This is an optimization exercise on Yosys and OpenROAD, whose aim is small area and a short achievable clock period, not a production implementation.
The RTL was checked by simulation tests, not by an equivalence proof against the original design.
Power figures rest on the tool's default switching activity, not on a simulated workload.

$ cat flow/config.mk
export PLATFORM = sky130hd
export DESIGN_NAME = cic_decimator
export DESIGN_NICKNAME = cic_decimator
export VERILOG_FILES = /design/flow/design.v
export SDC_FILE = /design/flow/constraint.sdc
export NUM_CORES = 4
export LEC_CHECK = 0
export CAP_MARGIN = 20
export CORE_MARGIN = 2
export CORE_UTILIZATION = 40
export CTS_BUF_LIST = sky130_fd_sc_hd__clkbuf_4
export CTS_CLUSTER_SIZE = 20
export SLEW_MARGIN = 20
$ cat flow/constraint.sdc
create_clock -name core_clock -period 13.0 [get_ports {clk}]
set_input_delay 2.6000 -clock core_clock [delete_from_list [all_inputs] [get_ports {clk}]]
set_output_delay 2.6000 -clock core_clock [all_outputs]
set_load 0.01 [all_outputs]
$ cat flow/design.v
module cic_add #(
    parameter W = 8
) (
    input  wire [W-1:0] a,
    input  wire [W-1:0] b,
    input  wire         ci,
    output wire [W-1:0] s,
    output wire         co
);
    assign {co, s} = a + b + ci;
endmodule
module cic_decimator (
    input   wire            clk         ,
    input   wire            rst         ,
    input   wire    [11:0]  din         ,
    input   wire            din_valid   ,
    output  wire    [36:0]  dout        ,
    output  wire            dout_valid
);
    localparam W  = 37;
    localparam N  = 5;
    localparam K  = 3;                        
    localparam D  = N + K;                    
    function integer LO(input integer k);
        LO = (k * W + K - 1) / K;
    endfunction
    function integer WD(input integer k);
        WD = LO(k + 1) - LO(k);
    endfunction
    reg  [11:0]  xr;
    reg  [3:0]   cnt;
    reg  [D-1:0] vd;                  
    reg  [D-1:0] rd;                  
    reg  [D-1:0] dd;                  
    always @(posedge clk) begin
        xr <= din;
        vd <= {vd[D-2:0], din_valid & ~rst};
        rd <= {rd[D-2:0], rst};
        if (rst) begin
            cnt <= 4'd0;
            dd  <= {D{1'b0}};
        end else begin
            if (din_valid) cnt <= cnt + 4'd1;
            dd  <= {dd[D-2:0], din_valid & (cnt == 4'd15)};
        end
    end
    wire [W-1:0] xs [0:K-1];
    assign xs[0] = {{(W-12){xr[11]}}, xr};
    genvar i, k;
    generate
        for (k = 1; k < K; k = k + 1) begin : XD
            reg [W-1:0] x;
            always @(posedge clk) x <= xs[k-1];
            assign xs[k] = x;
        end
    endgenerate
    wire [W-1:0] acc [0:N];
    assign acc[0] = 0;
    generate
        for (i = 1; i <= N; i = i + 1) begin : INT
            for (k = 0; k < K; k = k + 1) begin : S
                reg  [WD(k)-1:0] a;
                wire [WD(k)-1:0] src = (i == 1) ? xs[k][LO(k) +: WD(k)]
                                                : acc[i-1][LO(k) +: WD(k)];
                wire [WD(k)-1:0] b   = src & {WD(k){vd[i+k-1]}};
                wire [WD(k)-1:0] fb  = a & {WD(k){~rd[i+k-1]}};
                wire [WD(k)-1:0] s;
                wire             ci, co;
                if (k == 0) begin : C
                    assign ci = 1'b0;
                end else begin : C
                    reg c;
                    always @(posedge clk) c <= INT[i].S[k-1].co;
                    assign ci = c;
                end
                cic_add #(.W(WD(k))) u_add (.a(fb), .b(b), .ci(ci), .s(s), .co(co));
                always @(posedge clk) a <= s;
                assign acc[i][LO(k) +: WD(k)] = a;
            end
        end
    endgenerate
    reg  [2:0] ph;                    
    reg        pend, run;
    reg  [1:0] grp;                   
    reg  [K-1:1] act_d, byp_d, last_d;
    reg        vout;
    wire cap0  = dd[N];               
    wire go    = (cap0 | pend) & (ph == 3'd0);
    wire act0  = go | (run & (ph != 3'd0));
    wire byp0  = go & cap0;
    wire last0 = act0 & (ph == 3'd4);
    wire [K-1:0] act  = {act_d,  act0};
    wire [K-1:0] byp  = {byp_d,  byp0};
    wire [K-1:0] last = {last_d, last0};
    wire         mask = grp[1];
    always @(posedge clk) begin
        if (rst) begin
            ph     <= 3'd0;
            pend   <= 1'b0;
            run    <= 1'b0;
            grp    <= 2'd0;
            act_d  <= {(K-1){1'b0}};
            byp_d  <= {(K-1){1'b0}};
            last_d <= {(K-1){1'b0}};
            vout   <= 1'b0;
        end else begin
            ph     <= (ph == 3'd4) ? 3'd0 : ph + 3'd1;
            pend   <= (cap0 | pend) & ~go;
            run    <= act0 & ~last0;
            act_d  <= act[K-2:0];
            byp_d  <= byp[K-2:0];
            last_d <= last[K-2:0];
            vout   <= last[K-1];
            if (last[K-1] && !grp[1]) grp <= grp + 2'd1;
        end
    end
    generate
        for (k = 0; k < K; k = k + 1) begin : CB
            reg  [WD(k)-1:0]   cur;
            reg  [N*WD(k)-1:0] rn;            
            reg  [N*WD(k)-1:0] ro;            
            wire [WD(k)-1:0] rn0  = rn[WD(k)-1:0];
            wire [WD(k)-1:0] ro0  = ro[WD(k)-1:0];
            wire [WD(k)-1:0] d5   = acc[N][LO(k) +: WD(k)];
            wire [WD(k)-1:0] opnd = byp[k] ? d5 : cur;
            wire [WD(k)-1:0] old  = ro0 & {WD(k){mask}};
            wire [WD(k)-1:0] diff;
            wire             ci, co;
            if (k == 0) begin : C
                assign ci = 1'b1;
            end else begin : C
                reg c;
                always @(posedge clk) c <= CB[k-1].co;
                assign ci = c;
            end
            cic_add #(.W(WD(k))) u_sub (.a(opnd), .b(~old), .ci(ci), .s(diff), .co(co));
            always @(posedge clk) begin
                rn <= {act[k] ? opnd : rn0, rn[N*WD(k)-1:WD(k)]};
                ro <= {act[k] ? rn0  : ro0, ro[N*WD(k)-1:WD(k)]};
                if (act[k])
                    cur <= diff;
                else if (dd[N+k])
                    cur <= d5;
            end
            assign dout[LO(k) +: WD(k)] = cur;
        end
    endgenerate
    assign dout_valid = vout;
endmodule
$ cat flow/run.sh
#!/bin/bash
# synth_recipe.tcl (not shown) runs the flow's synth.tcl, then flattens the netlist and writes it again
# the make line also repeats each setting of config.mk as NAME=value (left out here)
make -C /OpenROAD-flow-scripts/flow DESIGN_CONFIG=/design/flow/config.mk WORK_HOME=/design/flow/orfs CLKGATE_MAP_FILE= SYNTH_SCRIPT=/design/flow/synth_recipe.tcl finish
==> results of run 1 <==
[kinds of logic (layout without fill, tap and decap cells)]
group / Yosys count / after routing / synth area share, %
flip-flops: 658 / 658 / 49.9
multiplexers: 123 / 123 / 5.08
adder cells (fa/ha/maj): 238 / 238 / 11.8
AO/OA/AOI/OAI: 402 / 402 / 10.1
XOR/XNOR: 164 / 164 / 5.29
buffers and inverters: 146 / 433 / 2.06
other: 0 / 2 / 0
AND/OR/NAND/NOR: 789 / 789 / 15.8
[power by group]
| group | total (mW) | switching (mW) | internal, mW |
|---|---|---|---|
| Combinational | 0.252 | 0.128 | 0.124 |
| Sequential | 2.14 | 0.0369 | 2.11 |
| Clock | 1.74 | 0.833 | 0.908 |
| Total | 4.14 | 0.998 | 3.14 |
[worst max-delay path by stage]
stage | cells past startpoint | slack [ns] | startpoint | endpoint
final | 1 | 8.40 | CB[0].cur[5] | dout[5]
after global routing | 1 | 8.22 | CB[0].cur[5] | dout[5]
after CTS | 1 | 8.22 | CB[0].cur[5] | dout[5]
after detailed placement | 3 | 8.76 | rst | dd[0]
after global placement | 3 | 8.80 | rst | dd[0]
after floorplan | 15 | 9.56 | ph[0] | CB[0].cur[12]
[final cells by class]
type                    count  area (µm²)
diodes                      2        5.00
clock buffers             230        1730
clock inverters            59         407
fillers                  6232       36400
inverters                  83         312
multi-input cells        1716       13100
flip-flops and latches    658       13500
well taps                 873        1090
repair buffers             61         583
[metrics by stage]
step / cell area [µm²] / power (mW)
6_report: 30700 / 4.14
4_1_cts: 30700 / 4.22
3_5_place_dp: 28600 / 2.44
2_1_floorplan: 27100 / 2.38
3_3_place_gp: 28600 / 2.42
5_1_grt: 30700 / 4.37
[cell usage after synthesis, types with 6 or more instances]
master	instances	area share, %
dfxtp_1	621	46
inv_1	82	1.1
o41a_1	6	0.25
o31ai_1	10	0.28
xor2_1	42	1.4
o21bai_1	14	0.39
and3_1	13	0.30
a21boi_0	6	0.17
buf_1	10	0.14
a21oi_1	116	2.1
edfxtp_1	37	4.1
nand2_1	125	1.7
nand3b_1	7	0.19
mux2i_1	13	0.48
ha_1	206	9.5
mux2_2	109	4.5
or3_1	15	0.35
o211ai_1	9	0.25
nor2_1	118	1.6
o2111ai_1	9	0.29
nand2b_1	32	0.74
clkbuf_1	50	0.69
a31oi_1	9	0.21
xnor2_1	122	3.9
a211oi_1	14	0.39
and2_1	159	3.7
a2111oi_0	8	0.26
nand3_1	18	0.33
or2_2	10	0.23
nor2b_1	215	5.0
o21a_1	46	1.3
nor3_1	52	0.96
fa_1	30	2.2
nand4_1	7	0.16
o21ai_0	67	1.2
a21o_1	43	1.2
[registers in the layout, summed over array words and instances (netlist names), 3 cells and up]
| signal | count |
|---|---|
| vd | 7 |
| CB.rn | 185 |
| cnt | 4 |
| xr | 12 |
| dd | 8 |
| INT.S.C.c | 10 |
| rd | 7 |
| CB.cur | 37 |
| INT.S.a | 185 |
| CB.ro | 185 |
| ph | 3 |
[layer usage]
layer | vias up | routed length (µm) | global-route usage, %
met2 | 293 | 23500 | 24.4
met4 | 0 | 1320 | 6.50
met1 | 8194 | 23400 | 17.8
li1 | 9115 | - | -
met3 | 100 | 2020 | 4.14
met5 | - | 0 | 0
==> impl_metrics.ini, run 1 <==
[worst_setup_path]
start_kind = flop
cpLargestDelayFamily = buffers and inverters
rrSetupSlack_ns = 8.88
critPathRequiredTime_ns = 10.40
cp-end-kind = output pin
arrival_ns = 2.00
cp_max_fo = 5
path_cells = clkdlybuf4s50_1
critPathKind = reg2out
max_stage_delay_ns = 0.59
r2r_cells = 13
reg2reg_from = ph[0]
reg2reg_to = CB[0].cur[12]
crit_buf_inv = 1
slowest_stage = clkdlybuf4s50_1

[sta]
hold_viol = 0
rsz0062_at_grt = no
timing.final.crit_share_pct = 35.4
fmax_mhz = 217
final-setup-viol-count = 0
slew_viol_final = 0
tightest_slew_ns = 1.06
fin_crit_ns = 4.60
skew_ns = 0.0640
final.setup.worst_slack_ns = 8.40
timing.slew.headroom_pct = 29.3
fin_tns_setup_ns = 0
fin_hold_ws_ns = 0.285

[cells_and_area]
drive_gt1_share_pct = 14.3
layout_commonest_cell = dfxtp_1
nNetsFinal = 2943
fin_cells = 3682
final_cell_mix = dfxtp_1 (618), clkbuf_4 (230), nor2b_1 (215)
synthToLayoutAreaGrowth_pct = 13.2
fin_util_pct = 45.8

[clocking]
tritoncts = yes
cts_setup_buffers = 0
cts_buffers = 172
clkLatencyLatePin_ns = 0.98
cts_htree_levels = 4
cts_sinks = 658
ctsHoldBuffers = 0
post_cts_resized = 0
clockBufferDepth = 3
clkTransAtPathRegs_ns = 0.07
root_buffer = clkbuf_4

[worst_hold_path]
min_to = CB[2].rn[27]
worstHoldStart = CB[2].rn[39]
hold_path_depth = 0
hold_path.class = reg2reg

[yosys]
async_flop_share_pct = 0
synth-seq-cells = 658
ys_seq_area_share_pct = 49.9
synth_edf_count = 37
syn-num-nets = 2771
avgSynthCellArea_um2 = 10.8
netlist-cell-type-count = 69
ys_warn_count = 1
synthFlopType = dfxtp_1
syn_inst = 2520
syn_area_mm2 = 0.0271

[floorplanning]
placementRows = 95
dieArea_mm2 = 0.0700
die_w_um = 265
die_h_um = 265
io_pins = 53
initial_core_util_pct = 40.4
core_mm2 = 0.0672

[place]
io_buffers = 52
dp_hpwl_um = 35400
post-place-ws_ns = 8.76
placed_cells = 3391
routabilityCongestion = 0.845

[global_route]
grt_usage_pct = 14.7
grt_pass1_vias = 18386
grt_pass1_wl_um = 85500
grt_max_degree = 63
antenna_found_initial = 3
overflow = 0

[detailed_routing]
drtIter0Drc = 605
ant_nets = 0
avgRoutedWirePerCell_um = 13.7
wl_um = 50300
via_per_inst = 4.81
vias = 17702
drc = 0
dr.pass1.iters = 5

[power]
ir_drop_v = 0.0000550
leakagePower_nw = 13.6
cellPowerDensity_mw_per_mm2 = 135

[status]
status = no timing/DRC/antenna violations

[job]
cap_violations = 0
==> run 2, diff against run 1 <==
--- a/flow/config.mk
+++ b/flow/config.mk
@@ -8,6 +8,6 @@
 export CAP_MARGIN = 20
 export CORE_MARGIN = 2
 export CORE_UTILIZATION = 40
-export CTS_BUF_LIST = sky130_fd_sc_hd__clkbuf_4
-export CTS_CLUSTER_SIZE = 20
+export CTS_BUF_LIST = sky130_fd_sc_hd__clkbuf_8
+export CTS_CLUSTER_SIZE = 30
 export SLEW_MARGIN = 20
==> run 2 against run 1 <==
Net effect:
- cell count decreased by 2.9%
- die area is the same
- combinational power barely moved
- clock skew down 0.026 ns
- critical endpoint unchanged
- critical path depth stayed put
- non-clock buffer count is the same
- first-iteration DRC count up 8.4%
==> impl_metrics.ini, run 2 <==
[status]
status = no timing/DRC/antenna violations

[detailed_routing]
dr.pass1.iters = 5
avgRoutedWirePerCell_um = 13.9
via_per_inst = 4.84
vias = 17315
ant_nets = 0
wl_um = 49600
drc = 0
drtIter0Drc = 656

[clocking]
post_cts_resized = 0
tritoncts = yes
root_buffer = clkbuf_8
clkLatencyLatePin_ns = 0.71
clockBufferDepth = 3
cts_htree_levels = 3
ctsHoldBuffers = 0
cts_setup_buffers = 0
cts_sinks = 658
cts_buffers = 107
clkTransAtPathRegs_ns = 0.06

[worst_setup_path]
reg2reg_from = ph[0]
rrSetupSlack_ns = 8.91
arrival_ns = 1.75
path_cells = clkdlybuf4s50_1
cp-end-kind = output pin
critPathRequiredTime_ns = 10.40
r2r_cells = 13
path_depth = 1
max_stage_delay_ns = 0.59
slowest_stage = clkdlybuf4s50_1
cp_max_fo = 5
crit_end = dout[5]
start_kind = flop
crit_buf_inv = 1
reg2reg_to = CB[0].cur[12]
critPathKind = reg2out
crit_path_start = CB[0].cur[5]
cpLargestDelayFamily = buffers and inverters

[worst_hold_path]
worstHoldStart = CB[2].rn[49]
hold_path.class = reg2reg

[sta]
final.setup.worst_slack_ns = 8.65
slew_viol_final = 0
tightest_slew_ns = 1.07
skew_ns = 0.0384
fin_tns_setup_ns = 0
fin_hold_ws_ns = 0.296
final-setup-viol-count = 0
rsz0062_at_grt = no
fin_crit_ns = 4.35
hold_viol = 0
fmax_mhz = 230
timing.slew.headroom_pct = 28.7
timing.final.crit_share_pct = 33.5

[yosys]
synthFlopType = dfxtp_1
synth.most_common_cell = dfxtp_1
syn_area_mm2 = 0.0271
yosysTopAreaCell = dfxtp_1
async_flop_share_pct = 0
synth-seq-cells = 658
ys_warn_count = 1
syn-num-nets = 2771
synth_area_leaders = dfxtp_1 (46%), ha_1 (9.5%), nor2b_1 (5.0%)
synth_common_cells = dfxtp_1 (621), nor2b_1 (215), ha_1 (206)
ys_seq_area_share_pct = 49.9
syn_inst = 2520
avgSynthCellArea_um2 = 10.8
synth_edf_count = 37
netlist-cell-type-count = 69
yosys.area.top_type_share_pct = 45.8

[cells_and_area]
regArea_mm2 = 0.0135
nFillCells = 6192
drive_gt1_share_pct = 11.2
fin_cells = 3575
layout_commonest_cell = dfxtp_1
final_cell_mix = dfxtp_1 (618), nor2b_1 (215), ha_1 (206)
top_regs = CB.rn (185), CB.ro (185), INT.S.a (185)
synthToLayoutAreaGrowth_pct = 13.3
nNetsFinal = 2878
stdcell_area_mm2 = 0.0308
multi_input_area_mm2 = 0.0131

[global_route]
grt_pass1_vias = 17754
antenna_found_initial = 2
grt_pass1_wl_um = 84500
grt_max_degree = 63
overflow = 0
grt_usage_pct = 14.4

[floorplanning]
die_h_um = 265
initial_core_util_pct = 40.4
dieArea_mm2 = 0.0700
placementRows = 95
io_pins = 53
core_mm2 = 0.0672
die_w_um = 265

[job]
cap_violations = 0

[place]
routabilityCongestion = 0.845
post-place-ws_ns = 8.76
dpl-instance-area_mm2 = 0.0286
placed_cells = 3391
dp_hpwl_um = 35400
io_buffers = 52

[power]
cellPowerDensity_mw_per_mm2 = 136
ir_drop_v = 0.0000636
leakagePower_nw = 13.6
==> run 2: cell counts after synthesis <==
No cell type changed its count.
==> run 2: layout make-up <==
type / instances / share of cell area [%]
sequential: 658 / 44.1
multi-input combinational: 1716 / 42.5
clock buffer: 123 / 5.50
tap: 873 / 3.55
timing repair buffer: 61 / 1.90
clock inverter: 60 / 1.51
inverter: 83 / 1.01
antenna: 1 / 0.00814
==> run 2: power by group <==
| group | leakage, nW | internal (mW) | switching [mW] |
|---|---|---|---|
| Sequential | 5.40 | 2.11 | 0.0369 |
| Combinational | 6.99 | 0.123 | 0.128 |
| Clock | 1.24 | 0.985 | 0.802 |
| Total | 13.6 | 3.22 | 0.967 |
==> run 2: per-stage QoR <==
stage / total power, mW / utilization, %
after global routing: 4.39 / 45.8
final: 4.18 / 45.8
after CTS: 4.26 / 45.8
after global placement: 2.42 / 42.6
after floorplan: 2.38 / -
after detailed placement: 2.44 / 42.6
==> run 2: cell families (layout without fill, tap and decap cells) <==
family          count (synthesis)  in the layout  synth area share, %
other cells                     0              1                    0
buf+inv                       146            327                 2.06
mux                           123            123                 5.08
simple gates                  789            789                 15.8
fa+ha+maj                     238            238                 11.8
xor+xnor                      164            164                 5.29
compound gates                402            402                 10.1
flops                         658            658                 49.9
==> run 2: layer usage <==
metal  vias up  GRT usage (%)  share of wire [%]
li1       8895              -                  -
met1      8062           18.0                 47
met2       265           24.3                 47
met3        93           3.16                3.7
met4         0           5.04                2.6
met5         -              0                  0
==> run 2: worst min-delay path by stage <==
stage              endpoint  slack (ns)  depth (start not counted)
2_1_floorplan   CB[0].rn[0]        0.31                          0
3_3_place_gp   CB[1].ro[40]        0.31                          0
6_report       CB[2].rn[37]        0.30                          0
4_1_cts        CB[2].rn[37]        0.28                          0
5_1_grt        CB[1].ro[37]        0.29                          0
3_5_place_dp   CB[0].rn[12]        0.31                          0
==> run 3, diff against run 2 <==
--- a/flow/config.mk
+++ b/flow/config.mk
@@ -8,6 +8,4 @@
 export CAP_MARGIN = 20
 export CORE_MARGIN = 2
 export CORE_UTILIZATION = 40
-export CTS_BUF_LIST = sky130_fd_sc_hd__clkbuf_8
-export CTS_CLUSTER_SIZE = 30
 export SLEW_MARGIN = 20
==> run 3 against run 2 <==
Net effect:
- largest power group unchanged
- still clean
- synthesized cell count is the same
- critical endpoint unchanged
- hold slack gained 0.012 ns
- design area grew 1.2%
- global-route usage shrank 0.14 points
- sequential share of layout area shrank 0.50 points
==> impl_metrics.ini, run 3 <==
[sta]
timing.slew.headroom_pct = 28.4
rsz0062_at_grt = no
timing.final.crit_share_pct = 32.9
fmax_mhz = 234
fin_crit_ns = 4.27
fin_hold_ws_ns = 0.308
tightest_slew_ns = 1.07
final-setup-viol-count = 0
skew_ns = 0.0226
hold_viol = 0
fin_tns_setup_ns = 0
slew_viol_final = 0

[yosys]
syn_area_mm2 = 0.0271
synth.most_common_cell = dfxtp_1
ys_warn_count = 1
netlist-cell-type-count = 69
async_flop_share_pct = 0
synth-seq-cells = 658
yosysTopAreaCell = dfxtp_1
avgSynthCellArea_um2 = 10.8
synthFlopType = dfxtp_1
ys_seq_area_share_pct = 49.9
syn-num-nets = 2771
yosys.area.top_type_share_pct = 45.8
syn_inst = 2520
synth_common_cells = dfxtp_1 (621), nor2b_1 (215), ha_1 (206)
synth_edf_count = 37
synth_area_leaders = dfxtp_1 (46%), ha_1 (9.5%), nor2b_1 (5.0%)

[power]
p_comb_share_pct = 5.6
power.share.clock_pct = 46.7
leakagePower_nw = 13.6
finalPower_mw = 4.49
p_int_mw = 3.49
cellPowerDensity_mw_per_mm2 = 144
ir_drop_v = 0.0000953
p_sw_mw = 1.00
p_seq_share_pct = 47.7
p_sw_share_pct = 22.3

[worst_setup_path]
cp-end-kind = output pin
arrival_ns = 1.67
critPathKind = reg2out
cp_max_fo = 5
max_stage_delay_ns = 0.59
start_kind = flop
crit_buf_inv = 1
path_cells = clkdlybuf4s50_1
slowest_stage = clkdlybuf4s50_1
cpLargestDelayFamily = buffers and inverters
critPathRequiredTime_ns = 10.40

[floorplanning]
die_w_um = 265
dieArea_mm2 = 0.0700
die_h_um = 265
placementRows = 95
initial_core_util_pct = 40.4
io_pins = 53
core_mm2 = 0.0672

[clocking]
cts_htree_levels = 3
clockBufferDepth = 3
post_cts_resized = 0
ctsHoldBuffers = 0
cts_sinks = 658
tritoncts = yes
clkTransAtPathRegs_ns = 0.06
cts_buffers = 73
root_buffer = clkbuf_16
clkLatencyLatePin_ns = 0.61
cts_setup_buffers = 0

[global_route]
grt_pass1_wl_um = 83500
grt_max_degree = 63
overflow = 0
grt_usage_pct = 14.2
antenna_found_initial = 1
grt_pass1_vias = 17355

[cells_and_area]
final_cell_mix = dfxtp_1 (618), nor2b_1 (215), ha_1 (206)
layout_commonest_cell = dfxtp_1
regArea_mm2 = 0.0135
fin_cells = 3523
nNetsFinal = 2844
nFillCells = 6118
drive_gt1_share_pct = 10.4
synthToLayoutAreaGrowth_pct = 14.6
multi_input_area_mm2 = 0.0131
antennaDiodeCount = 0
top_regs = CB.rn (185), CB.ro (185), INT.S.a (185)

[place]
dp_hpwl_um = 35400
io_buffers = 52
routabilityCongestion = 0.845
placed_cells = 3391

[status]
status = no timing/DRC/antenna violations

[detailed_routing]
ant_nets = 0
avgRoutedWirePerCell_um = 14.0
wl_um = 49200
drc = 0
dr.pass1.iters = 5
via_per_inst = 4.86
drtIter0Drc = 668
vias = 17105

[job]
cap_violations = 0

[worst_hold_path]
hold_path.class = reg2reg
==> run 3: cell counts after synthesis <==
No cell type changed its count.
==> run 3: power groups by stage <==
stage / Sequential, mW / Clock [mW] / Combinational (mW)
finish: 2.14 / 2.10 / 0.252
global route: 2.15 / 2.25 / 0.285
CTS: 2.15 / 2.17 / 0.253
detailed placement: 2.19 / 0 / 0.252
global placement: 2.19 / 0 / 0.237
floorplan: 2.17 / 0 / 0.209
==> run 3: metrics by stage <==
stage / worst slack (ns) / instance area [µm²] / util [%]
floorplan: 9.56 / 27100 / -
global placement: 8.80 / 28600 / 42.6
detailed placement: 8.76 / 28600 / 42.6
CTS: 8.67 / 31100 / 46.3
global route: 8.64 / 31100 / 46.3
finish: 8.73 / 31100 / 46.3
==> run 3: area by class of cell <==
| cell class | instances | share of cell area, % |
|---|---|---|
| Clock inverter | 33 | 1.14 |
| Clock buffer | 99 | 6.95 |
| Sequential cell | 658 | 43.5 |
| Tap cell | 873 | 3.51 |
| Inverter | 83 | 1.00 |
| Multi-Input combinational cell | 1716 | 42.0 |
| Timing Repair Buffer | 61 | 1.87 |
==> run 3: cell families after synthesis <==
| kind of cell | count (synthesis) | synth area share [%] |
|---|---|---|
| buf+inv | 146 | 2.06 |
| xor+xnor | 164 | 5.29 |
| flops | 658 | 49.9 |
| compound gates | 402 | 10.1 |
| fa+ha+maj | 238 | 11.8 |
| mux | 123 | 5.08 |
| simple gates | 789 | 15.8 |
==> run 3: layer usage <==
layer	track usage [%]	up-vias	wire, µm
met2	23.8	250	22600
met5	0	-	0
met3	2.61	74	1760
li1	-	8843	-
met4	5.48	0	1340
met1	18.2	7938	23500
==> run 3: path summary, 6_finish.rpt <==
path	from	endpoint	slack (ns)	cells past startpoint
setup / recovery	CB[0].cur[5]	dout[5]	8.73	1
hold / removal	CB[1].ro[27]	CB[1].ro[15]	0.31	0
setup reg to reg	ph[0]	CB[0].cur[12]	8.91	13
hold reg to reg	CB[1].ro[27]	CB[1].ro[15]	0.31	0
==> run 4, diff against run 3 <==
--- a/flow/config.mk
+++ b/flow/config.mk
@@ -5,6 +5,7 @@
 export SDC_FILE = /design/flow/constraint.sdc
 export NUM_CORES = 4
 export LEC_CHECK = 0
+export ABC_CLOCK_PERIOD_IN_PS = 3000
 export CAP_MARGIN = 20
 export CORE_MARGIN = 2
 export CORE_UTILIZATION = 40
==> run 4 against run 3 <==
Net effect:
- largest power group unchanged
- area after synthesis stayed put
- utilization stayed put
- non-clock buffer count stayed put
- combinational power hardly changed
- count of clock-buffer cells in the layout stayed put
- largest cell class unchanged
- sequential power hardly changed
- power stayed put
- setup slack stayed put
- cell count stayed put
- synthesized cell count stayed put
- global-route usage stayed put
==> impl_metrics.ini, run 4 <==
[floorplanning]
io_pins = 53
core_mm2 = 0.0672
initial_core_util_pct = 40.4
die_h_um = 265
die_w_um = 265
placementRows = 95
dieArea_mm2 = 0.0700

[yosys]
ys_seq_area_share_pct = 49.9
synthSimpleGateAreaFrac_pct = 15.8
syn_inst = 2520
avgSynthCellArea_um2 = 10.8
async_flop_share_pct = 0
syn-num-nets = 2771
yosysTopAreaCell = dfxtp_1
synth_edf_count = 37
netlist-cell-type-count = 69
syn_area_mm2 = 0.0271
synthMuxAreaShare_pct = 5.08
synth_area_leaders = dfxtp_1 (46%), ha_1 (9.5%), nor2b_1 (5.0%)
synth_top_family_by_area = simple AND/OR/NAND/NOR gates
synth.most_common_cell = dfxtp_1
synth_common_cells = dfxtp_1 (621), nor2b_1 (215), ha_1 (206)
synthAdderAreaFrac_pct = 11.8
yosys.area.top_type_share_pct = 45.8
synthFlopType = dfxtp_1
synth-seq-cells = 658
ys_warn_count = 1
synthXorXnorAreaFrac_pct = 5.29
synth_compound_area_share_pct = 10.1

[sta]
final.setup.worst_slack_ns = 8.73
final-setup-viol-count = 0
fmax_mhz = 234
fin_tns_setup_ns = 0
rsz0062_at_grt = no
timing.final.crit_share_pct = 32.9
slew_viol_final = 0
skew_ns = 0.0226
timing.slew.headroom_pct = 28.4
tightest_slew_ns = 1.07
hold_viol = 0
fin_crit_ns = 4.27

[place]
io_buffers = 52
post-place-ws_ns = 8.76
routabilityCongestion = 0.845
placed_cells = 3391
dp_hpwl_um = 35400

[power]
power.share.clock_pct = 46.7
p_seq_share_pct = 47.7
p_sw_mw = 1.00
leakagePower_nw = 13.6
p_int_mw = 3.49
ir_drop_v = 0.0000953
p_comb_share_pct = 5.6
cellPowerDensity_mw_per_mm2 = 144
p_sw_share_pct = 22.3

[job]
cap_violations = 0

[clocking]
cts_buffers = 73
cts_sinks = 658
clkLatencyLatePin_ns = 0.61
post_cts_resized = 0
tritoncts = yes
cts_setup_buffers = 0
cts_htree_levels = 3
clockBufferDepth = 3
ctsHoldBuffers = 0
clkTransAtPathRegs_ns = 0.06
root_buffer = clkbuf_16

[worst_setup_path]
critPathRequiredTime_ns = 10.40
cp_max_fo = 5
cpLargestDelayFamily = buffers and inverters
max_stage_delay_ns = 0.59
crit_buf_inv = 1
start_kind = flop
crit_path_start = CB[0].cur[5]
path_depth = 1
arrival_ns = 1.67
cp-end-kind = output pin
critPathKind = reg2out
path_cells = clkdlybuf4s50_1
r2r_cells = 13
reg2reg_from = ph[0]
slowest_stage = clkdlybuf4s50_1

[global_route]
overflow = 0
grt_pass1_wl_um = 83500
grt_pass1_vias = 17355
antenna_found_initial = 1
grt_max_degree = 63
grt_usage_pct = 14.2

[cells_and_area]
nFillCells = 6118
layout_commonest_cell = dfxtp_1
nNetsFinal = 2844
fin_util_pct = 46.3
drive_gt1_share_pct = 10.4
antennaDiodeCount = 0
fin_cells = 3523
top_regs = CB.rn (185), CB.ro (185), INT.S.a (185)
synthToLayoutAreaGrowth_pct = 14.6
final_cell_mix = dfxtp_1 (618), nor2b_1 (215), ha_1 (206)

[detailed_routing]
drtIter0Drc = 668
dr.pass1.iters = 5
drc = 0
wl_um = 49200
vias = 17105
avgRoutedWirePerCell_um = 14.0
ant_nets = 0
via_per_inst = 4.86

[worst_hold_path]
worstHoldStart = CB[1].ro[27]
hold_path.class = reg2reg
hold_path_depth = 0

[status]
status = no timing/DRC/antenna violations
[run 4: area by class of cell]
class | instances | area [µm²] | area share [%]
sequential | 658 | 13500 | 43.5
multi-input combinational | 1716 | 13100 | 42.0
clock buffer | 99 | 2160 | 6.95
tap | 873 | 1090 | 3.51
timing repair buffer | 61 | 583 | 1.87
clock inverter | 33 | 355 | 1.14
inverter | 83 | 312 | 1.00
[run 4: power groups by stage]
| stage | Combinational (mW) | Clock (mW) | Sequential (mW) |
|---|---|---|---|
| global placement | 0.237 | 0 | 2.19 |
| CTS | 0.253 | 2.17 | 2.15 |
| detailed placement | 0.252 | 0 | 2.19 |
| global route | 0.285 | 2.25 | 2.15 |
| floorplan | 0.209 | 0 | 2.17 |
| finish | 0.252 | 2.10 | 2.14 |
[run 4: cell families after synthesis]
| group | Yosys count |
|---|---|
| AND/OR/NAND/NOR | 789 |
| flip-flops | 658 |
| AO/OA/AOI/OAI | 402 |
| adder cells (fa/ha/maj) | 238 |
| XOR/XNOR | 164 |
| buffers and inverters | 146 |
| multiplexers | 123 |
[run 4: final timing paths]
kind                    to  slack, ns
max                dout[5]       8.73
min           CB[1].ro[15]       0.31
min reg2reg   CB[1].ro[15]       0.31
max reg2reg  CB[0].cur[12]       8.91
[run 4: per-stage QoR]
step	power (mW)	hold WS, ns	area, µm²
global route	4.69	0.317	31100
floorplan	2.38	0.310	27100
finish	4.49	0.308	31100
global placement	2.42	0.310	28600
detailed placement	2.44	0.312	28600
CTS	4.57	0.306	31100
[run 4: layer usage]
metal	routed length (µm)	global-route usage, %	share of wire, %
met1	23500	18.2	48
met2	22600	23.8	46
met3	1760	2.61	3.6
met4	1340	5.48	2.7
met5	0	0	0
==> run 5, diff against run 4 <==
--- a/flow/config.mk
+++ b/flow/config.mk
@@ -5,8 +5,10 @@
 export SDC_FILE = /design/flow/constraint.sdc
 export NUM_CORES = 4
 export LEC_CHECK = 0
-export ABC_CLOCK_PERIOD_IN_PS = 3000
 export CAP_MARGIN = 20
 export CORE_MARGIN = 2
-export CORE_UTILIZATION = 40
+export CORE_UTILIZATION = 60
+export CTS_BUF_LIST = sky130_fd_sc_hd__clkbuf_16
+export CTS_CLUSTER_DIAMETER = 100
+export CTS_CLUSTER_SIZE = 30
 export SLEW_MARGIN = 20
==> run 5 against run 4 <==
Net effect:
- power down 26%
- sequential share of layout area rose by 3.3 points
- utilization is 19 points higher
- global-route usage rose by 6.1 points
- fmax about the same
- clock power down 55%
- cell count down 11%
- routed wire length fell by 4.3%
- critical endpoint unchanged
- largest power group unchanged
- highest routed layer unchanged
==> impl_metrics.ini, run 5 <==
[cells_and_area]
final_cell_mix = dfxtp_1 (618), nor2b_1 (215), ha_1 (206)
nFillCells = 3529
synthToLayoutAreaGrowth_pct = 6.56
nNetsFinal = 2796
fin_cells = 3146
top_regs = CB.rn (185), CB.ro (185), INT.S.a (185)
antennaDiodeCount = 0
fin_util_pct = 65.1
drive_gt1_share_pct = 6.89
layout_commonest_cell = dfxtp_1

[detailed_routing]
via_per_inst = 5.31
avgRoutedWirePerCell_um = 15.0
wl_um = 47100
ant_nets = 0
drc = 0
dr.pass1.iters = 7
drtIter0Drc = 781
vias = 16701

[worst_setup_path]
critPathRequiredTime_ns = 10.40
cp-end-kind = output pin
path_cells = clkdlybuf4s50_1
slowest_stage = clkdlybuf4s50_1
max_stage_delay_ns = 0.58
cp_max_fo = 5
crit_buf_inv = 1
cpLargestDelayFamily = buffers and inverters
critPathKind = reg2out
arrival_ns = 1.68
start_kind = flop

[sta]
rsz0062_at_grt = no
timing.slew.headroom_pct = 32.0
slew_viol_final = 0
timing.final.crit_share_pct = 32.9
fin_tns_setup_ns = 0
hold_viol = 0
tightest_slew_ns = 1.02
final-setup-viol-count = 0
fmax_mhz = 234
fin_crit_ns = 4.28
skew_ns = 0.0213

[power]
p_sw_mw = 0.753
p_int_mw = 2.58
cellPowerDensity_mw_per_mm2 = 115
p_seq_share_pct = 64.2
leakagePower_nw = 12.8
ir_drop_v = 0.000137
p_comb_share_pct = 7.5
power.share.clock_pct = 28.3
p_sw_share_pct = 22.6

[yosys]
ys_seq_area_share_pct = 49.9
synth-seq-cells = 658
syn_inst = 2520
syn_area_mm2 = 0.0271
async_flop_share_pct = 0
yosysTopAreaCell = dfxtp_1
synth.most_common_cell = dfxtp_1
synth_edf_count = 37
yosys.area.top_type_share_pct = 45.8
synthFlopType = dfxtp_1
synth_area_leaders = dfxtp_1 (46%), ha_1 (9.5%), nor2b_1 (5.0%)
syn-num-nets = 2771
netlist-cell-type-count = 69
avgSynthCellArea_um2 = 10.8
ys_warn_count = 1
synth_common_cells = dfxtp_1 (621), nor2b_1 (215), ha_1 (206)

[floorplanning]
die_h_um = 217
placementRows = 77
io_pins = 53
initial_core_util_pct = 61.1
die_w_um = 217
core_mm2 = 0.0444
dieArea_mm2 = 0.0470

[place]
routabilityCongestion = 0.820
io_buffers = 52
dp_hpwl_um = 35000
placed_cells = 3110

[clocking]
clkTransAtPathRegs_ns = 0.12
cts_htree_levels = 1
cts_sinks = 658
ctsHoldBuffers = 0
clkLatencyLatePin_ns = 0.60
root_buffer = clkbuf_16
tritoncts = yes
clockBufferDepth = 3
cts_setup_buffers = 0
cts_buffers = 25
post_cts_resized = 0

[global_route]
grt_usage_pct = 20.4
overflow = 0
grt_max_degree = 50
grt_pass1_vias = 16670
grt_pass1_wl_um = 80100
antenna_found_initial = 0

[worst_hold_path]
hold_path.class = reg2reg

[job]
cap_violations = 0

[status]
status = no timing/DRC/antenna violations
-- run 5: cell counts after synthesis --
No cell type changed its count.
-- run 5: cell families after synthesis --
group / Yosys count / share of synthesized area (%)
simple gates: 789 / 15.8
flops: 658 / 49.9
compound gates: 402 / 10.1
fa+ha+maj: 238 / 11.8
xor+xnor: 164 / 5.29
buf+inv: 146 / 2.06
mux: 123 / 5.08
-- run 5: path summary, 6_finish.rpt --
check,startpoint,slack [ns],endpoint,depth (start not counted)
setup / recovery,CB[0].cur[5],8.72,dout[5],1
hold / removal,CB[2].rn[40],0.33,CB[2].rn[28],0
setup reg to reg,byp_d[2],9.15,CB[2].cur[11],9
hold reg to reg,CB[2].rn[40],0.33,CB[2].rn[28],0
-- run 5: power groups by stage --
stage	logic [mW]	registers [mW]	clock network, mW
after detailed placement	0.251	2.19	0
after global routing	0.286	2.15	1.04
after global placement	0.239	2.19	0
after floorplan	0.209	2.17	0
final	0.251	2.14	0.943
after CTS	0.252	2.14	0.973
-- run 5: per-stage QoR --
step | power (mW) | setup WS (ns) | hold slack (ns) | area, µm²
3_5_place_dp | 2.44 | 8.84 | 0.312 | 28200
5_1_grt | 3.48 | 8.64 | 0.334 | 28900
4_1_cts | 3.37 | 8.69 | 0.328 | 28900
2_1_floorplan | 2.38 | 9.56 | 0.310 | 27100
6_report | 3.34 | 8.72 | 0.327 | 28900
3_3_place_gp | 2.43 | 8.95 | 0.310 | 28200
-- run 5: layout make-up --
type,count,area [µm²],area share (%)
sequential,658,13500,46.8
multi-input combinational,1716,13100,45.1
tap,592,741,2.56
clock buffer,25,626,2.16
timing repair buffer,61,588,2.03
inverter,83,312,1.08
clock inverter,11,57.6,0.199
-- run 5: per-layer routing --
layer | part of all wire, % | track usage [%] | wire length [µm] | up-vias
met5 | 0 | 0 | 0 | -
li1 | - | - | - | 8683
met2 | 46 | 34.3 | 21700 | 172
met1 | 49 | 28.3 | 23200 | 7789
met3 | 2.5 | 2.27 | 1200 | 57
met4 | 2.1 | 4.50 | 991 | 0
==> run 6, diff against run 5 <==
==> flow/flow/run.sh (new file) <==
#!/bin/bash
# Standard synthesis and layout; only the port buffers use a faster cell
# than the one buffer_ports picks by default.
set -euo pipefail
bash standard.sh synth > synth.log 2>&1
bash standard.sh "BUFFER_PORTS_ARGS=-buffer_cell sky130_fd_sc_hd__buf_4" finish > layout.log 2>&1
==> flow/standard.sh (new file) <==
#!/bin/bash
# synth_recipe.tcl (not shown) runs the flow's synth.tcl, then flattens the netlist and writes it again
# the make line also repeats each setting of config.mk as NAME=value (left out here)
make -C /OpenROAD-flow-scripts/flow DESIGN_CONFIG=/design/flow/config.mk WORK_HOME=/design/flow/orfs CLKGATE_MAP_FILE= SYNTH_SCRIPT=/design/flow/synth_recipe.tcl "${@:-finish}"
removed: flow/run.sh
==> run 6 against run 5 <==
Net effect:
- register-to-register slack got worse by 0.30 ns
- cell count up 0.13%
- sequential share of layout area rose by 0.085 points
- power rose by 1.7%
- global-route usage fell by 0.24 points
- critical path depth rose by 12
- critical endpoint is now CB[0].cur[12]
- design area down 0.18%
- utilization fell by 0.12 points
- combinational power barely moved
- clock skew rose by 0.0024 ns
- highest routed layer unchanged
- still clean
- hold slack is essentially flat
- area after synthesis stayed put
==> impl_metrics.ini, run 6 <==
[clocking]
ctsHoldBuffers = 0
cts_htree_levels = 1
post_cts_resized = 0
clockBufferDepth = 3
root_buffer = clkbuf_16
tritoncts = yes
clkLatencyLatePin_ns = 0.61
cts_setup_buffers = 0
clkTransAtPathRegs_ns = 0.12
cts_sinks = 658
cts_buffers = 26

[detailed_routing]
ant_nets = 0
avgRoutedWirePerCell_um = 15.0
wl_um = 47300
drc = 0
drtIter0Drc = 802
dr.pass1.iters = 5
vias = 16728
via_per_inst = 5.31

[yosys]
synth.most_common_cell = dfxtp_1
synth_edf_count = 37
avgSynthCellArea_um2 = 10.8
synthFlopType = dfxtp_1
synth_area_leaders = dfxtp_1 (46%), ha_1 (9.5%), nor2b_1 (5.0%)
synth_common_cells = dfxtp_1 (621), nor2b_1 (215), ha_1 (206)
yosys.area.top_type_share_pct = 45.8
ys_seq_area_share_pct = 49.9
syn_inst = 2520
syn_area_mm2 = 0.0271
async_flop_share_pct = 0
netlist-cell-type-count = 69
syn-num-nets = 2771
ys_warn_count = 1
synth-seq-cells = 658
yosysTopAreaCell = dfxtp_1

[floorplanning]
placementRows = 77
die_w_um = 217
core_mm2 = 0.0444
dieArea_mm2 = 0.0470
initial_core_util_pct = 61.1
die_h_um = 217
io_pins = 53

[worst_setup_path]
crit_end = CB[0].cur[12]
reg2reg_to = CB[0].cur[12]
critPathKind = reg2reg
cp-end-kind = flop
crit_path_start = ph[0]
critPathRequiredTime_ns = 13.35
reg2reg_from = ph[0]
r2r_cells = 13
rrSetupSlack_ns = 8.85
arrival_ns = 4.50
start_kind = flop
cp_max_fo = 19

[global_route]
grt_usage_pct = 20.1
grt_pass1_vias = 16422
grt_pass1_wl_um = 79200
grt_max_degree = 50
overflow = 0
antenna_found_initial = 0

[sta]
timing.final.crit_share_pct = 32.0
final-setup-viol-count = 0
hold_viol = 0
skew_ns = 0.0236
rsz0062_at_grt = no
tightest_slew_ns = 1.02
fin_crit_ns = 4.15
slew_viol_final = 0
fmax_mhz = 241
fin_tns_setup_ns = 0
timing.slew.headroom_pct = 31.9

[power]
finalPower_mw = 3.40
cellPowerDensity_mw_per_mm2 = 118
leakagePower_nw = 12.9
ir_drop_v = 0.000113

[place]
io_buffers = 52
dpl-instance-area_mm2 = 0.0281
dp_hpwl_um = 35000
routabilityCongestion = 0.855
placed_cells = 3109

[cells_and_area]
layout_commonest_cell = dfxtp_1
drive_gt1_share_pct = 9.07
final_cell_mix = dfxtp_1 (618), nor2b_1 (215), ha_1 (206)
fin_cells = 3150
stdcell_area_mm2 = 0.0289
synthToLayoutAreaGrowth_pct = 6.36
nNetsFinal = 2796
top_regs = CB.rn (185), CB.ro (185), INT.S.a (185)
antennaDiodeCount = 0

[status]
status = no timing/DRC/antenna violations

[worst_hold_path]
hold_path.class = reg2reg

[job]
cap_violations = 0
## run 6: cell counts after synthesis
Identical to the previous run, type by type.
## run 6: kinds of logic (layout without fill, tap and decap cells)
family          Yosys count  count (layout)  share of synthesized area [%]
buf+inv                 146             184                           2.06
xor+xnor                164             164                           5.29
fa+ha+maj               238             238                           11.8
compound gates          402             402                           10.1
flops                   658             658                           49.9
simple gates            789             789                           15.8
mux                     123             123                           5.08
## run 6: critical path, cell delays in order (launching register included)
cell      delay (ns)
dfxtp_1         0.33
inv_1           0.06
ha_1            0.26
nand3b_1        0.72
mux2i_1         0.32
ha_1            0.28
fa_1            0.40
nor2b_1         0.12
o21ai_0         0.08
nand2b_1        0.17
a221oi_4        0.10
o41ai_4         0.55
a21oi_1         0.11
or3_1           0.39
## run 6: final cells by class
cell class / count / area, µm²
clock buffers: 26 / 651
repair buffers: 60 / 450
fillers: 3552 / 15500
clock inverters: 15 / 118
multi-input cells: 1716 / 13100
flip-flops and latches: 658 / 13500
well taps: 592 / 741
inverters: 83 / 312
## run 6: metrics by stage
stage                     utilization [%]  hold WS (ns)  setup WS, ns
after global routing                 65.0         0.326          8.56
after global placement               63.3         0.310          9.04
after floorplan                         -         0.310          9.56
after CTS                            65.0         0.326          8.86
final                                65.0         0.326          8.85
after detailed placement             63.3         0.312          8.88
## run 6: metal layers
| metal | up-vias | wire, µm | GRT usage [%] |
|---|---|---|---|
| li1 | 8687 | - | - |
| met1 | 7813 | 23500 | 28.0 |
| met2 | 176 | 21900 | 34.2 |
| met3 | 52 | 1160 | 2.20 |
| met4 | 0 | 804 | 3.79 |
| met5 | - | 0 | 0 |
## run 6: how the worst min path moves through the flow
| stage | startpoint | end | depth (start not counted) |
|---|---|---|---|
| 6_report | CB[2].ro[31] | CB[2].ro[19] | 0 |
| 5_1_grt | CB[0].ro[36] | CB[0].ro[23] | 0 |
| 4_1_cts | CB[0].ro[36] | CB[0].ro[23] | 0 |
| 3_5_place_dp | CB[1].rn[17] | CB[1].rn[5] | 0 |
| 3_3_place_gp | CB[0].rn[32] | CB[0].rn[19] | 0 |
| 2_1_floorplan | CB[0].rn[13] | CB[0].rn[0] | 0 |
## run 6: power by group
group | internal, mW | total, mW | switching [mW]
Clock | 0.394 | 1.00 | 0.608
Combinational | 0.123 | 0.250 | 0.127
Sequential | 2.10 | 2.14 | 0.0390
==> run 7, diff against run 6 <==
--- a/flow/design.v
+++ b/flow/design.v
@@ -29,9 +29,9 @@
     endfunction
     reg  [11:0]  xr;
     reg  [3:0]   cnt;
-    reg  [D-1:0] vd;                  
-    reg  [D-1:0] rd;                  
-    reg  [D-1:0] dd;                  
+    reg  [D-1:0] vd;
+    reg  [D-1:0] rd;
+    reg  [D-1:0] dd;
     always @(posedge clk) begin
         xr <= din;
         vd <= {vd[D-2:0], din_valid & ~rst};
@@ -81,14 +81,17 @@
     endgenerate
     reg  [2:0] ph;                    
     reg        pend, run;
+    reg        go, act0, byp0, last0;
     reg  [1:0] grp;                   
     reg  [K-1:1] act_d, byp_d, last_d;
     reg        vout;
-    wire cap0  = dd[N];               
-    wire go    = (cap0 | pend) & (ph == 3'd0);
-    wire act0  = go | (run & (ph != 3'd0));
-    wire byp0  = go & cap0;
-    wire last0 = act0 & (ph == 3'd4);
+    wire cap0   = dd[N];              
+    wire cap_n  = dd[N-1];            
+    wire [2:0] ph_n = (ph == 3'd4) ? 3'd0 : ph + 3'd1;
+    wire pend_n = (cap0 | pend) & ~go;
+    wire run_n  = act0 & ~last0;
+    wire go_n   = (cap_n | pend_n) & (ph_n == 3'd0);
+    wire act_n  = go_n | (run_n & (ph_n != 3'd0));
     wire [K-1:0] act  = {act_d,  act0};
     wire [K-1:0] byp  = {byp_d,  byp0};
     wire [K-1:0] last = {last_d, last0};
@@ -98,15 +101,23 @@
             ph     <= 3'd0;
             pend   <= 1'b0;
             run    <= 1'b0;
+            go     <= 1'b0;
+            act0   <= 1'b0;
+            byp0   <= 1'b0;
+            last0  <= 1'b0;
             grp    <= 2'd0;
             act_d  <= {(K-1){1'b0}};
             byp_d  <= {(K-1){1'b0}};
             last_d <= {(K-1){1'b0}};
             vout   <= 1'b0;
         end else begin
-            ph     <= (ph == 3'd4) ? 3'd0 : ph + 3'd1;
-            pend   <= (cap0 | pend) & ~go;
-            run    <= act0 & ~last0;
+            ph     <= ph_n;
+            pend   <= pend_n;
+            run    <= run_n;
+            go     <= go_n;
+            act0   <= act_n;
+            byp0   <= go_n & cap_n;
+            last0  <= act_n & (ph_n == 3'd4);
             act_d  <= act[K-2:0];
             byp_d  <= byp[K-2:0];
             last_d <= last[K-2:0];
==> flow/run.sh (new file) <==
#!/bin/bash
# synth_recipe.tcl (not shown) runs the flow's synth.tcl, then flattens the netlist and writes it again
# the make line also repeats each setting of config.mk as NAME=value (left out here)
make -C /OpenROAD-flow-scripts/flow DESIGN_CONFIG=/design/flow/config.mk WORK_HOME=/design/flow/orfs CLKGATE_MAP_FILE= SYNTH_SCRIPT=/design/flow/synth_recipe.tcl finish
removed: flow/flow/run.sh
removed: flow/standard.sh
==> run 7 against run 6 <==
Net effect:
- still clean
- count of clock-buffer cells in the layout did not move
- sequential share of layout area fell by 0.51 points
- utilization fell by 0.26 points
- clock power barely moved
- via count rose by 3.2%
- register-to-register slack improved by 0.61 ns
- fmax fell by 0.33%
- routed wire length rose by 1.7%
- largest cell class unchanged
- highest routed layer unchanged
==> impl_metrics.ini, run 7 <==
[worst_setup_path]
cp-end-kind = output pin
cpLargestDelayFamily = buffers and inverters
start_kind = flop
reg2reg_to = CB[0].cur[10]
path_cells = clkdlybuf4s50_1
crit_buf_inv = 1
rrSetupSlack_ns = 9.46
cp_max_fo = 2
max_stage_delay_ns = 0.57
critPathRequiredTime_ns = 10.40
r2r_cells = 10
critPathKind = reg2out
arrival_ns = 1.57
slowest_stage = clkdlybuf4s50_1
reg2reg_from = byp0

[detailed_routing]
vias = 17266
wl_um = 48100
via_per_inst = 5.31
dr.pass1.iters = 5
drc = 0
ant_nets = 0
drtIter0Drc = 874
avgRoutedWirePerCell_um = 14.8

[global_route]
overflow = 0
grt_usage_pct = 20.6
antenna_found_initial = 0
grt_pass1_vias = 16999
grt_max_degree = 47
grt_pass1_wl_um = 81700

[yosys]
ys_warn_count = 1
synthFlopType = dfxtp_1
synth_edf_count = 37
syn_inst = 2618
ys_seq_area_share_pct = 49.4
yosysTopAreaCell = dfxtp_1
synth-seq-cells = 661
avgSynthCellArea_um2 = 10.5
yosys.area.top_type_share_pct = 45.4
netlist-cell-type-count = 66
synth_area_leaders = dfxtp_1 (45%), ha_1 (9.4%), nor2b_1 (4.9%)
synth.most_common_cell = dfxtp_1
async_flop_share_pct = 0
synth_common_cells = dfxtp_1 (624), nor2b_1 (215), ha_1 (207)
syn-num-nets = 2870
syn_area_mm2 = 0.0275

[sta]
fin_hold_ws_ns = 0.307
fin_tns_setup_ns = 0
slew_viol_final = 0
skew_ns = 0.0319
hold_viol = 0
rsz0062_at_grt = no
fin_crit_ns = 4.17
fmax_mhz = 240
timing.slew.headroom_pct = 30.0
tightest_slew_ns = 1.05
final-setup-viol-count = 0
timing.final.crit_share_pct = 32.1

[clocking]
ctsHoldBuffers = 0
cts_setup_buffers = 0
root_buffer = clkbuf_16
cts_htree_levels = 1
clkLatencyLatePin_ns = 0.61
cts_sinks = 661
clkTransAtPathRegs_ns = 0.12
post_cts_resized = 0
tritoncts = yes
cts_buffers = 26
clockBufferDepth = 3

[floorplanning]
dieArea_mm2 = 0.0476
placementRows = 78
initial_core_util_pct = 60.8
io_pins = 53
core_mm2 = 0.0453
die_w_um = 218
die_h_um = 218

[cells_and_area]
drive_gt1_share_pct = 6.42
antennaDiodeCount = 0
synthToLayoutAreaGrowth_pct = 6.57
final_cell_mix = dfxtp_1 (622), nor2b_1 (215), ha_1 (207)
nFillCells = 3656
fin_util_pct = 64.8
fin_cells = 3250
nNetsFinal = 2890
layout_commonest_cell = dfxtp_1
top_regs = CB.rn (185), CB.ro (185), INT.S.a (185)

[power]
ir_drop_v = 0.000128
cellPowerDensity_mw_per_mm2 = 117
leakagePower_nw = 12.5
finalPower_mw = 3.44

[place]
placed_cells = 3210
io_buffers = 52
dp_hpwl_um = 35800
routabilityCongestion = 0.838

[worst_hold_path]
worstHoldStart = CB[1].rn[23]
hold_path_depth = 0
min_to = CB[1].rn[11]
hold_path.class = reg2reg

[status]
status = no timing/DRC/antenna violations

[job]
cap_violations = 0
==> run 7: cell count changes after synthesis, sizes merged, moves of 17 or more <==
cell | previous run | this run
nand3 | 18 | 38
nor2 | 118 | 159
o21a | 46 | 27
nor3 | 52 | 21
o21ai | 67 | 87
a21oi | 116 | 149
xnor2 | 122 | 105
==> run 7: metrics by stage <==
stage          instance area [µm²]  setup slack, ns
6_report                     29300             8.83
5_1_grt                      29300             8.76
4_1_cts                      29300             8.79
3_5_place_dp                 28600             8.75
3_3_place_gp                 28600             8.79
2_1_floorplan                27500             9.66
==> run 7: worst max-delay path by stage <==
stage / from / end / depth (start not counted)
finish: CB[0].cur[9] / dout[9] / 1
global route: CB[0].cur[10] / dout[10] / 1
CTS: CB[0].cur[10] / dout[10] / 1
detailed placement: rst / dd[0] / 3
global placement: rst / dd[0] / 3
floorplan: rst / go / 3
==> run 7: per-layer routing <==
metal | vias up | GRT usage, % | wire [µm]
met5 | - | 0 | 0
met4 | 0 | 3.63 | 632
met3 | 41 | 2.23 | 1360
met2 | 182 | 34.2 | 21800
met1 | 8044 | 29.3 | 24300
li1 | 8999 | - | -
==> run 7: logic make-up (layout without fill, tap and decap cells) <==
| family | Yosys count | after routing | synth area share (%) |
|---|---|---|---|
| compound gates | 459 | 459 | 10.8 |
| xor+xnor | 159 | 159 | 5.06 |
| fa+ha+maj | 237 | 237 | 11.6 |
| buf+inv | 164 | 196 | 2.24 |
| flops | 661 | 661 | 49.4 |
| mux | 126 | 126 | 5.11 |
| simple gates | 812 | 812 | 15.8 |
==> run 7: cell type report <==
cell class / instances / area [µm²] / area share [%]
clock inverters: 14 / 88.8 / 0.303
clock buffers: 26 / 651 / 2.22
repair buffers: 57 / 558 / 1.90
well taps: 600 / 751 / 2.56
multi-input cells: 1793 / 13300 / 45.3
flip-flops and latches: 661 / 13600 / 46.4
inverters: 99 / 372 / 1.27
==> run 7: report_power, final <==
group	leakage [nW]	internal (mW)	switching, mW
Combinational	6.71	0.139	0.153
Sequential	5.42	2.13	0.0473
Clock	0.392	0.373	0.601
==> run 8, diff against run 7 <==
==> flow/flow/run.sh (new file) <==
#!/bin/bash
# Standard synthesis and layout; only the port buffers use a faster cell
# than the one buffer_ports picks by default.
set -euo pipefail
bash standard.sh synth > synth.log 2>&1
bash standard.sh "BUFFER_PORTS_ARGS=-buffer_cell sky130_fd_sc_hd__buf_4" finish > layout.log 2>&1
==> flow/standard.sh (new file) <==
#!/bin/bash
# synth_recipe.tcl (not shown) runs the flow's synth.tcl, then flattens the netlist and writes it again
# the make line also repeats each setting of config.mk as NAME=value (left out here)
make -C /OpenROAD-flow-scripts/flow DESIGN_CONFIG=/design/flow/config.mk WORK_HOME=/design/flow/orfs CLKGATE_MAP_FILE= SYNTH_SCRIPT=/design/flow/synth_recipe.tcl "${@:-finish}"
removed: flow/run.sh
==> run 8 against run 7 <==
Net effect:
- clock skew is 0.0059 ns lower
- synthesized cell count stayed put
- die area stayed put
- routed wire length is 1.6% higher
- non-clock buffer count stayed put
- via count is 0.71% higher
- critical path depth stayed put
- clock power hardly changed
- area after synthesis stayed put
- largest power group unchanged
==> impl_metrics.ini, run 8 <==
[detailed_routing]
wl_um = 48800
avgRoutedWirePerCell_um = 15.0
vias = 17388
drc = 0
via_per_inst = 5.35
dr.pass1.iters = 5
drtIter0Drc = 940
ant_nets = 0

[yosys]
synthFlopType = dfxtp_1
synth_edf_count = 37
synth-seq-cells = 661
ys_warn_count = 1
ys_seq_area_share_pct = 49.4
avgSynthCellArea_um2 = 10.5
yosys.area.top_type_share_pct = 45.4
synth_area_leaders = dfxtp_1 (45%), ha_1 (9.4%), nor2b_1 (4.9%)
yosysTopAreaCell = dfxtp_1
synth.most_common_cell = dfxtp_1
syn-num-nets = 2870
netlist-cell-type-count = 66
async_flop_share_pct = 0
syn_area_mm2 = 0.0275
synth_common_cells = dfxtp_1 (624), nor2b_1 (215), ha_1 (207)
syn_inst = 2618

[global_route]
antenna_found_initial = 0
overflow = 0
grt_usage_pct = 20.8
grt_max_degree = 47
grt_pass1_vias = 17022
grt_pass1_wl_um = 82600

[clocking]
root_buffer = clkbuf_16
tritoncts = yes
cts_setup_buffers = 0
clkTransAtPathRegs_ns = 0.12
cts_htree_levels = 1
clockBufferDepth = 3
clkLatencyLatePin_ns = 0.61
ctsHoldBuffers = 0
cts_buffers = 26
post_cts_resized = 0
cts_sinks = 661

[sta]
final-setup-viol-count = 0
timing.final.crit_share_pct = 29.3
fin_crit_ns = 3.82
timing.slew.headroom_pct = 33.2
rsz0062_at_grt = no
hold_viol = 0
fin_tns_setup_ns = 0
skew_ns = 0.0260
slew_viol_final = 0
tightest_slew_ns = 1.00
fmax_mhz = 262

[cells_and_area]
nNetsFinal = 2890
final_cell_mix = dfxtp_1 (622), nor2b_1 (215), ha_1 (207)
synthToLayoutAreaGrowth_pct = 6.18
fin_cells = 3248
stdcell_area_mm2 = 0.0292
antennaDiodeCount = 0
top_regs = CB.rn (185), CB.ro (185), INT.S.a (185)
layout_commonest_cell = dfxtp_1
nFillCells = 3652
drive_gt1_share_pct = 8.35
fin_util_pct = 64.5
regArea_mm2 = 0.0136
multi_input_area_mm2 = 0.0133

[power]
ir_drop_v = 0.000126
p_sw_mw = 0.808
p_comb_share_pct = 8.4
power.share.clock_pct = 28.9
p_sw_share_pct = 23.3
cellPowerDensity_mw_per_mm2 = 119
p_seq_share_pct = 62.7
leakagePower_nw = 12.6
p_int_mw = 2.66

[worst_setup_path]
arrival_ns = 1.22
cp-end-kind = output pin
cp_max_fo = 2
slowest_stage = edfxtp_1
rrSetupSlack_ns = 9.57
r2r_cells = 10
cpLargestDelayFamily = flip-flops
critPathRequiredTime_ns = 10.40
path_cells = buf_4
start_kind = flop
reg2reg_to = CB[0].cur[10]
crit_path_start = CB[1].cur[0]
critPathKind = reg2out
max_stage_delay_ns = 0.45
crit_buf_inv = 1
reg2reg_from = byp0

[worst_hold_path]
worstHoldStart = CB[2].rn[21]
hold_path.class = reg2reg
min_to = CB[2].rn[9]
hold_path_depth = 0

[floorplanning]
dieArea_mm2 = 0.0476
io_pins = 53
placementRows = 78
die_w_um = 218
die_h_um = 218
initial_core_util_pct = 60.8
core_mm2 = 0.0453

[place]
routabilityCongestion = 0.850
io_buffers = 52
dp_hpwl_um = 36100
placed_cells = 3210
dpl-instance-area_mm2 = 0.0285

[job]
cap_violations = 0

[status]
status = no timing/DRC/antenna violations
## run 8: power groups by stage
stage | Combinational (mW) | Sequential [mW] | Clock [mW]
floorplan | 0.245 | 2.19 | 0
global placement | 0.277 | 2.22 | 0
detailed placement | 0.288 | 2.22 | 0
CTS | 0.290 | 2.18 | 1.03
global route | 0.329 | 2.19 | 1.11
finish | 0.290 | 2.17 | 1.00
## run 8: worst max path at each step
stage                         end  slack, ns  cells after the start
detailed placement  CB[0].cur[10]       9.58                     10
global route             dout[27]       9.12                      1
CTS                      dout[10]       9.15                      1
finish                   dout[13]       9.18                      1
global placement    CB[0].cur[10]       9.67                     10
floorplan                      go       9.66                      3
## run 8: layer usage
| metal | track usage (%) | vias up | share of wire, % |
|---|---|---|---|
| met5 | 0 | - | 0 |
| met4 | 4.17 | 0 | 1.5 |
| met3 | 2.27 | 50 | 3.0 |
| met2 | 34.6 | 206 | 45 |
| met1 | 29.3 | 8122 | 50 |
| li1 | - | 9010 | - |
## run 8: cells by family (layout without fill, tap and decap cells)
logic type | Yosys count | after routing | share of synthesized area, %
simple gates | 812 | 812 | 15.8
xor+xnor | 159 | 159 | 5.06
mux | 126 | 126 | 5.11
flops | 661 | 661 | 49.4
buf+inv | 164 | 194 | 2.24
fa+ha+maj | 237 | 237 | 11.6
compound gates | 459 | 459 | 10.8
## run 8: stage by stage
| stage | total power, mW | hold slack, ns | setup slack, ns |
|---|---|---|---|
| 5_1_grt | 3.62 | 0.335 | 9.12 |
| 3_3_place_gp | 2.50 | 0.309 | 9.67 |
| 3_5_place_dp | 2.51 | 0.312 | 9.58 |
| 2_1_floorplan | 2.44 | 0.310 | 9.66 |
| 6_report | 3.46 | 0.324 | 9.18 |
| 4_1_cts | 3.50 | 0.328 | 9.15 |
## run 8: layout make-up
class                      instances  area share [%]
inverter                          99            1.27
clock buffer                      26            2.23
tap                              600            2.57
multi-input combinational       1793            45.5
clock inverter                    12           0.381
timing repair buffer              57            1.46
sequential                       661            46.6
==> run 9, diff against run 8 <==
--- a/flow/config.mk
+++ b/flow/config.mk
@@ -8,7 +8,7 @@
 export CAP_MARGIN = 20
 export CORE_MARGIN = 2
 export CORE_UTILIZATION = 60
-export CTS_BUF_LIST = sky130_fd_sc_hd__clkbuf_16
-export CTS_CLUSTER_DIAMETER = 100
+export CTS_BUF_LIST = sky130_fd_sc_hd__clkbuf_16 sky130_fd_sc_hd__clkbuf_8
+export CTS_CLUSTER_DIAMETER = 60
 export CTS_CLUSTER_SIZE = 30
 export SLEW_MARGIN = 20
==> run 9 against run 8 <==
Net effect:
- still clean
- utilization increased by 1.7 points
- first-iteration DRC count decreased by 6.5%
- fmax shrank 0.51%
- critical path type unchanged
- critical endpoint unchanged
- largest cell class unchanged
- largest power group unchanged
- highest routed layer unchanged
==> impl_metrics.ini, run 9 <==
[sta]
rsz0062_at_grt = no
slew_viol_final = 0
hold_viol = 0
skew_ns = 0.0297
timing.final.crit_share_pct = 29.5
fin_tns_setup_ns = 0
fin_crit_ns = 3.83
timing.slew.headroom_pct = 33.0
fin_hold_ws_ns = 0.314
final-setup-viol-count = 0
fmax_mhz = 261
tightest_slew_ns = 1.00
final.setup.worst_slack_ns = 9.17

[clocking]
cts_buffers = 42
cts_htree_levels = 2
post_cts_resized = 0
clkLatencyLatePin_ns = 0.60
root_buffer = clkbuf_16
clkTransAtPathRegs_ns = 0.11
clockBufferDepth = 3
cts_setup_buffers = 0
tritoncts = yes
ctsHoldBuffers = 0
cts_sinks = 661

[yosys]
synth_common_cells = dfxtp_1 (624), nor2b_1 (215), ha_1 (207)
async_flop_share_pct = 0
netlist-cell-type-count = 66
ys_seq_area_share_pct = 49.4
synth-seq-cells = 661
syn-num-nets = 2870
synthFlopType = dfxtp_1
yosysTopAreaCell = dfxtp_1
syn_area_mm2 = 0.0275
ys_warn_count = 1
avgSynthCellArea_um2 = 10.5
yosys.area.top_type_share_pct = 45.4
synth_area_leaders = dfxtp_1 (45%), ha_1 (9.4%), nor2b_1 (4.9%)
synth_edf_count = 37
synth.most_common_cell = dfxtp_1
syn_inst = 2618

[worst_setup_path]
start_kind = flop
critPathKind = reg2out
cp-end-kind = output pin
arrival_ns = 1.23
reg2reg_from = byp0
critPathRequiredTime_ns = 10.40
slowest_stage = edfxtp_1
cpLargestDelayFamily = flip-flops
max_stage_delay_ns = 0.45
cp_max_fo = 2
crit_buf_inv = 1
rrSetupSlack_ns = 9.56
path_cells = buf_4
crit_path_start = CB[1].cur[0]

[power]
leakagePower_nw = 12.9
cellPowerDensity_mw_per_mm2 = 132
ir_drop_v = 0.000118

[cells_and_area]
multi_input_area_mm2 = 0.0133
stdcell_area_mm2 = 0.0300
top_regs = CB.rn (185), CB.ro (185), INT.S.a (185)
final_cell_mix = dfxtp_1 (622), nor2b_1 (215), ha_1 (207)
nFillCells = 3567
drive_gt1_share_pct = 9.83
synthToLayoutAreaGrowth_pct = 9.03
regArea_mm2 = 0.0136
layout_commonest_cell = dfxtp_1
antennaDiodeCount = 0
nNetsFinal = 2906

[place]
io_buffers = 52
post-place-ws_ns = 9.58
routabilityCongestion = 0.850
dp_hpwl_um = 36100
dpl-instance-area_mm2 = 0.0285

[detailed_routing]
ant_nets = 0
via_per_inst = 5.31
vias = 17442
wl_um = 49100
drc = 0
drtIter0Drc = 879
dr.pass1.iters = 5
avgRoutedWirePerCell_um = 14.9

[floorplanning]
die_w_um = 218
dieArea_mm2 = 0.0476
io_pins = 53
initial_core_util_pct = 60.8
die_h_um = 218
core_mm2 = 0.0453
placementRows = 78

[worst_hold_path]
hold_path.class = reg2reg
worstHoldStart = CB[2].rn[31]

[global_route]
grt_pass1_vias = 17170
grt_pass1_wl_um = 82900
grt_usage_pct = 21.0
overflow = 0
antenna_found_initial = 0
grt_max_degree = 47

[job]
cap_violations = 0

[status]
status = no timing/DRC/antenna violations
==> run 9: cell types whose count changed in the layout (fill, tap and decap cells not counted), sizes merged <==
cell,delta
clkinvlp,+1
inv,+12
clkbuf,+18
clkinv,+6
==> run 9: layout make-up <==
class,instances,share of cell area [%]
flip-flops and latches,661,45.4
multi-input cells,1793,44.3
clock buffers,44,3.60
well taps,600,2.50
clock inverters,31,1.55
repair buffers,57,1.43
inverters,99,1.24
==> run 9: final timing paths <==
path	end	cells past startpoint
worst min register to register	CB[2].rn[19]	0
worst min-delay path	CB[2].rn[19]	0
worst max register to register	CB[0].cur[10]	10
worst max-delay path	dout[13]	1
==> run 9: through the flow <==
| stage | total power, mW | utilization (%) | std cells |
|---|---|---|---|
| after floorplan | 2.44 | - | 2618 |
| after global placement | 2.50 | 62.8 | 3210 |
| after detailed placement | 2.51 | 62.8 | 3210 |
| after CTS | 4.00 | 66.2 | 3285 |
| after global routing | 4.12 | 66.2 | 3285 |
| final | 3.95 | 66.2 | 3285 |
==> run 9: kinds of logic (layout without fill, tap and decap cells) <==
logic type,count (synthesis),after routing,synth area share (%)
AOI/OAI and AO/OA,459,459,10.8
xor gates and xnor gates,159,159,5.06
adders and majority gates,237,237,11.6
muxes,126,126,5.11
DFF,661,661,49.4
buffers and inverters,164,231,2.24
and+or+nand+nor,812,812,15.8
==> run 9: power by group <==
group	internal (mW)	total, mW	switching (mW)	leakage (nW)
clock network	0.692	1.49	0.793	0.748
registers	2.13	2.17	0.0477	5.42
logic	0.138	0.290	0.152	6.76
total	2.96	3.95	0.993	12.9
==> run 9: per-layer routing <==
metal  up-vias  GRT usage [%]  share of wire (%)
met5         -              0                  0
met4         0           5.15                2.0
met3        71           3.22                2.9
met2       200           34.5                 45
met1      8102           29.2                 50
li1       9069              -                  -

-- static timing again, ports no longer ideal --
In the flow no input, the clock included, has a driving cell. The finished layouts below were timed again as built, in two steps.
Step 1: set_driving_cell puts a clkbuf_16 on clk and a buf_2 on each other input, an assumption about the parent block.
Step 2 times the ports against the registers' clock, not the clock port: input delays grow and output delays shrink by t, the midpoint of the rising clock arrivals with the driver on.
a / b / c = no drivers / after step 1 / after step 2; a / b = the first two.
run | shift t [ns] | slack for setup (ns) | worst setup path at the end
run 1 | 1.007 | 8.399 / 8.340 / 8.877 | register to register
run 2 | 0.748 | 8.651 / 8.592 / 8.907 | register to register
run 3 | 0.661 | 8.728 / 8.670 / 8.911 | register to register
run 4 | 0.661 | 8.728 / 8.670 / 8.911 | register to register
run 5 | 0.645 | 8.725 / 8.669 / 8.857 | input to register
run 6 | 0.647 | 8.845 / 8.845 / 8.845 | register to register
run 7 | 0.655 | 8.832 / 8.770 / 8.758 | input to register
run 8 | 0.655 | 9.185 / 9.127 / 9.566 | register to register
run 9 | 0.647 | 9.165 / 9.107 / 9.557 | register to register
After both steps setup and hold are still met in every run listed. The setup slack of run 7, which loses most, moves by -0.062 ns with the drivers and by -0.074 ns with both steps.
